Context: an optimization exercise on an open-source flow, tuned for small area, a short achievable clock period and few clock cycles. The choices shown serve that exercise and are no tape-out recipe. RTL that was checked went through simulation tests only; none was proved equivalent to the original.

==> trial 91: inputs <==
==> flow/design.v (excerpt) <==
module bas(clock,reset,load, seed_x,seed_y,iterations,x,y,x_extreme,y_extreme,out_value,done );
==> module bas, before the edit <==
module bas(clock,reset,load, seed_x,seed_y,iterations,x,y,x_extreme,y_extreme,out_value,done );
    input clock,reset,load;
    input [8:0] seed_x,seed_y;
    input [8:0] iterations;
    input [15:0] x,y;
    output signed [15:0] x_extreme,y_extreme;
    output signed [39:0] out_value;
    output reg done;
    reg [15:0] x_curr, y_curr;           
    reg signed [13:0] step_x, step_y;    
    reg signed [13:0] step_nx, step_ny;  
    reg [17:0] dl1, dl2, dr1, dr2;       
    reg ql1, ql2, qr1, qr2;              
    reg [32:0] value_curr;               
    reg [8:0] dir_x, dir_y;              
    reg [12:0] sense;                    
    reg [9:0] remain;
    reg run;
    reg first;                           
    reg [15:0] x_best, y_best;
    reg [32:0] value_best;
    reg value_init;                      
    wire [32:0] al, bl, ar, br;
    beetle_left_antenna ol(dl1, dl2, ql1, ql2, al, bl);
    beetle_left_antenna or_(dr1, dr2, qr1, qr2, ar, br);
    wire go_right;
    beetle_compare cmp(al, bl, ar, br, go_right);
    wire [32:0] odour_l, odour_r;
    beetle_prefix_add #(33, 6) suml(al, bl, odour_l);
    beetle_prefix_add #(33, 6) sumr(ar, br, odour_r);
    wire [15:0] x_l = x_curr + {{2{step_x[13]}}, step_x};
    wire [15:0] y_l = y_curr + {{2{step_y[13]}}, step_y};
    wire [15:0] x_r = x_curr - {{2{step_x[13]}}, step_x};
    wire [15:0] y_r = y_curr - {{2{step_y[13]}}, step_y};
    wire [17:0] ell1, ell2, elr1, elr2, erl1, erl2, err1, err2;
    wire qll1, qll2, qlr1, qlr2, qrl1, qrl2, qrr1, qrr2;
    beetle_position #(0) pll(x_l, y_l, step_nx, step_ny, ell1, ell2, qll1, qll2);
    beetle_position #(1) plr(x_l, y_l, step_nx, step_ny, elr1, elr2, qlr1, qlr2);
    beetle_position #(0) prl(x_r, y_r, step_nx, step_ny, erl1, erl2, qrl1, qrl2);
    beetle_position #(1) prr(x_r, y_r, step_nx, step_ny, err1, err2, qrr1, qrr2);
    wire signed [13:0] mul_x, mul_y;
    wire [14:0] sense3 = {2'b00, sense} + {1'b0, sense, 1'b0};
    wire [8:0] dir_x_n, dir_y_n;
    lfsr lx(dir_x, dir_x_n);
    lfsr ly(dir_y, dir_y_n);
    beetle_right_antenna mulx(dir_x, sense, sense3, mul_x);
    beetle_right_antenna muly(dir_y, sense, sense3, mul_y);
    assign x_extreme = x_best;
    assign y_extreme = y_best;
    assign out_value = {4'b0, {3{value_init}}, value_best};
    always @(posedge clock) begin
        if (reset) begin
            x_curr <= x;
            y_curr <= y;
            dl1 <= 18'd0;
            dl2 <= 18'd0;
            dr1 <= 18'd0;
            dr2 <= 18'd0;
            ql1 <= 1'b0;
            ql2 <= 1'b0;
            qr1 <= 1'b0;
            qr2 <= 1'b0;
            step_x <= 14'd0;
            step_y <= 14'd0;
            step_nx <= 14'd0;
            step_ny <= 14'd0;
            dir_x <= 9'd0;
            dir_y <= 9'd0;
        end else begin
            if (go_right) begin
                x_curr <= x_r;
                y_curr <= y_r;
                dl1 <= erl1;
                dl2 <= erl2;
                dr1 <= err1;
                dr2 <= err2;
                ql1 <= qrl1;
                ql2 <= qrl2;
                qr1 <= qrr1;
                qr2 <= qrr2;
            end else begin
                x_curr <= x_l;
                y_curr <= y_l;
                dl1 <= ell1;
                dl2 <= ell2;
                dr1 <= elr1;
                dr2 <= elr2;
                ql1 <= qll1;
                ql2 <= qll2;
                qr1 <= qlr1;
                qr2 <= qlr2;
            end
            step_x <= step_nx;
            step_y <= step_ny;
            step_nx <= mul_x;
            step_ny <= mul_y;
            if (load) begin
                dir_x <= seed_x;
                dir_y <= seed_y;
            end else begin
                dir_x <= dir_x_n;
                dir_y <= dir_y_n;
            end
        end
        value_curr <= go_right ? odour_r : odour_l;
        if (reset | load)
            sense <= 13'd6400;
        else
            sense <= sense - {8'd0, sense[12:8]} - {12'd0, sense[7:0] != 8'd0};
        if (reset) begin
            run <= 1'b0;
            done <= 1'b0;
            first <= 1'b0;
            x_best <= 16'd0;
            y_best <= 16'd0;
            value_best <= {33{1'b1}};
            value_init <= 1'b1;
        end else if (load) begin
            remain <= {1'b0, iterations} + 10'd1;
            first <= 1'b1;
            run <= iterations != 9'd0;
            done <= iterations == 9'd0;
        end else if (run) begin
            remain <= remain - 10'd1;
            first <= 1'b0;
            if (remain == 10'd0) begin
                run <= 1'b0;
                done <= 1'b1;
            end
            if (!first && value_curr < value_best) begin
                x_best <= x_curr;
                y_best <= y_curr;
                value_best <= value_curr;
                value_init <= 1'b0;
            end
        end
    end
endmodule
==> flow/config.mk <==
export PLATFORM = sky130hd
export DESIGN_NAME = bas
export DESIGN_NICKNAME = bas
export VERILOG_FILES = /design/flow/design.v
export SDC_FILE = /design/flow/constraint.sdc
export NUM_CORES = 8
export LEC_CHECK = 0
export CAP_MARGIN = 20
export CORE_MARGIN = 2
export CORE_UTILIZATION = 50
export SLEW_MARGIN = 20
==> flow/constraint.sdc <==
create_clock -name core_clock -period 27.0 [get_ports {clock}]
set_input_delay 5.4000 -clock core_clock [delete_from_list [all_inputs] [get_ports {clock}]]
set_output_delay 5.4000 -clock core_clock [all_outputs]
set_load 0.01 [all_outputs]
standard.sh (not shown) runs the stock make flow with config.mk's settings and CLKGATE_MAP_FILE= SYNTH_SCRIPT=/design/flow/synth_recipe.tcl, a recipe that flattens the netlist after the stock synthesis.
==> flow/flow/run.sh <==
#!/bin/bash
# The standard layout: floorplan with the default timing repair, then the rest
# with timing repair aiming for 20 ns of setup slack at the design's clock
# period (over-fixing, as SETUP_SLACK_MARGIN does) on the worst 10% of
# endpoints, and buf_2 cells as the port buffers.
set -euo pipefail
bash standard.sh "BUFFER_PORTS_ARGS=-buffer_cell sky130_fd_sc_hd__buf_2" floorplan > orfs_make_floorplan.log 2>&1
bash standard.sh SETUP_SLACK_MARGIN=20 TNS_END_PERCENT=10 "BUFFER_PORTS_ARGS=-buffer_cell sky130_fd_sc_hd__buf_2" finish > orfs_make.log 2>&1
==> trial 61 (differences from trial 91) <==
--- a/flow/design.v
+++ b/flow/design.v
@@ -885,6 +885,6 @@
         end
         value_curr <= go_right ? odour_r : odour_l;
-        if (reset | load)
-            sense <= 13'd6400;
+        if (reset)
+            sense <= 13'd6426;
         else
             sense <= sense - {8'd0, sense[12:8]} - {12'd0, sense[7:0] != 8'd0};
@@ -893,8 +893,4 @@
             done <= 1'b0;
             first <= 1'b0;
-            x_best <= 16'd0;
-            y_best <= 16'd0;
-            value_best <= {33{1'b1}};
-            value_init <= 1'b1;
         end else if (load) begin
             remain <= {1'b0, iterations} + 10'd1;
@@ -909,10 +905,15 @@
                 done <= 1'b1;
             end
-            if (!first && value_curr < value_best) begin
-                x_best <= x_curr;
-                y_best <= y_curr;
-                value_best <= value_curr;
-                value_init <= 1'b0;
-            end
+        end
+        if (reset) begin
+            x_best <= 16'd0;
+            y_best <= 16'd0;
+            value_best <= {33{1'b1}};
+            value_init <= 1'b1;
+        end else if (run && !first && value_curr < value_best) begin
+            x_best <= x_curr;
+            y_best <= y_curr;
+            value_best <= value_curr;
+            value_init <= 1'b0;
         end
     end
ABC_AREA = 1   (was default)
==> trial 80 (differences from trial 91) <==
ABC_AREA = 1   (was default)
==> out/metrics.csv <==
metric,value,unit
status,finished clean,
nets,7850,
max_freq,136,MHz
routedWlPerCell,23.4,um
ys_seq_area_share,11.8,%
cp.required,27.50,ns
multi_input_area_share,73.5,%
fin_cells,7974,
use_met1,41.1,%
yosys.area.top_type_share,21.8,%
That was trial 91.
==> out/metrics.csv <==
metric,value,unit
dr.first_iter.drc_count,4408,
core-area,109000,um^2
io_pins,135,
cts_resized,163,
multi_input_area_share,72.9,%
routedWlPerCell,21.6,um
cap_violations,0,
status,finished clean,
synth_compound_area_share,13.1,%
synth_common_cells,"nand2_1, inv_1, nor2_1, ha_1, a21oi_1",
worstSetupPathType,reg -> reg,
max_freq,142,MHz
use_met1,44.4,%
cp.required,27.49,ns
finalHoldViolations,0,
setup_tns,0,ns
cts_tree,done,
That was trial 61.
==> out/metrics.csv <==
metric,value,unit
status,finished clean,
max_freq,146,MHz
cp.required,27.57,ns
use_met1,41.6,%
numCtsBuffers,42,
routedWlPerCell,21.3,um
grt_max_degree,84,
ys_seq_area_share,11.4,%
multi_input_area_share,72.4,%
yosys.area.top_type_share,21.1,%
grt_most_used_layer,met2,
synth_compound_area_share,13.1,%
nets,9019,
fin_cells,9166,
clk_pin_slew_worst_paths,0.06,ns
That was trial 80.
Testbench counts of trial 91, summed over its fixed seeds: cycles 49,368.
Testbench counts of trial 80, summed over its fixed seeds: cycles 49,368.
No functional check of the RTL was part of trial 61.

[port drivers added, routing unchanged]
How much do the figures lean on ideal ports? The routed layouts below were timed once more, with nothing changed but the port constraints.
Step 1 sets driving cells, clkbuf_16 on the clock port and buf_2 on the other inputs (assumed; they add their load-dependent delay and slew).
Step 2 times the ports against the registers' clock, not the clock port: input delays grow and output delays shrink by t, the midpoint of the rising clock arrivals with the driver on.
a / b / c = no drivers / after step 1 / after step 2; a / b = the first two.
run	t (ns)	setup slack, ns	hold WS [ns]	latest minus earliest clock arrival (ns)	pins driven straight from the clock port
trial 91	0.709	19.641 / 19.641 / 19.045	0.471 / 0.471 / 0.471	0.023 / 0.022	1
trial 61	0.704	19.939 / 19.939 / 19.296	0.458 / 0.458 / 0.458	0.042 / 0.041	1
trial 80	0.708	20.149 / 20.149 / 19.511	0.468 / 0.468 / 0.468	0.056 / 0.056	1
After both steps every run listed still meets setup and hold. The setup slack of trial 61, which loses most, moves by 0.000 ns with the drivers and by -0.643 ns with both steps.
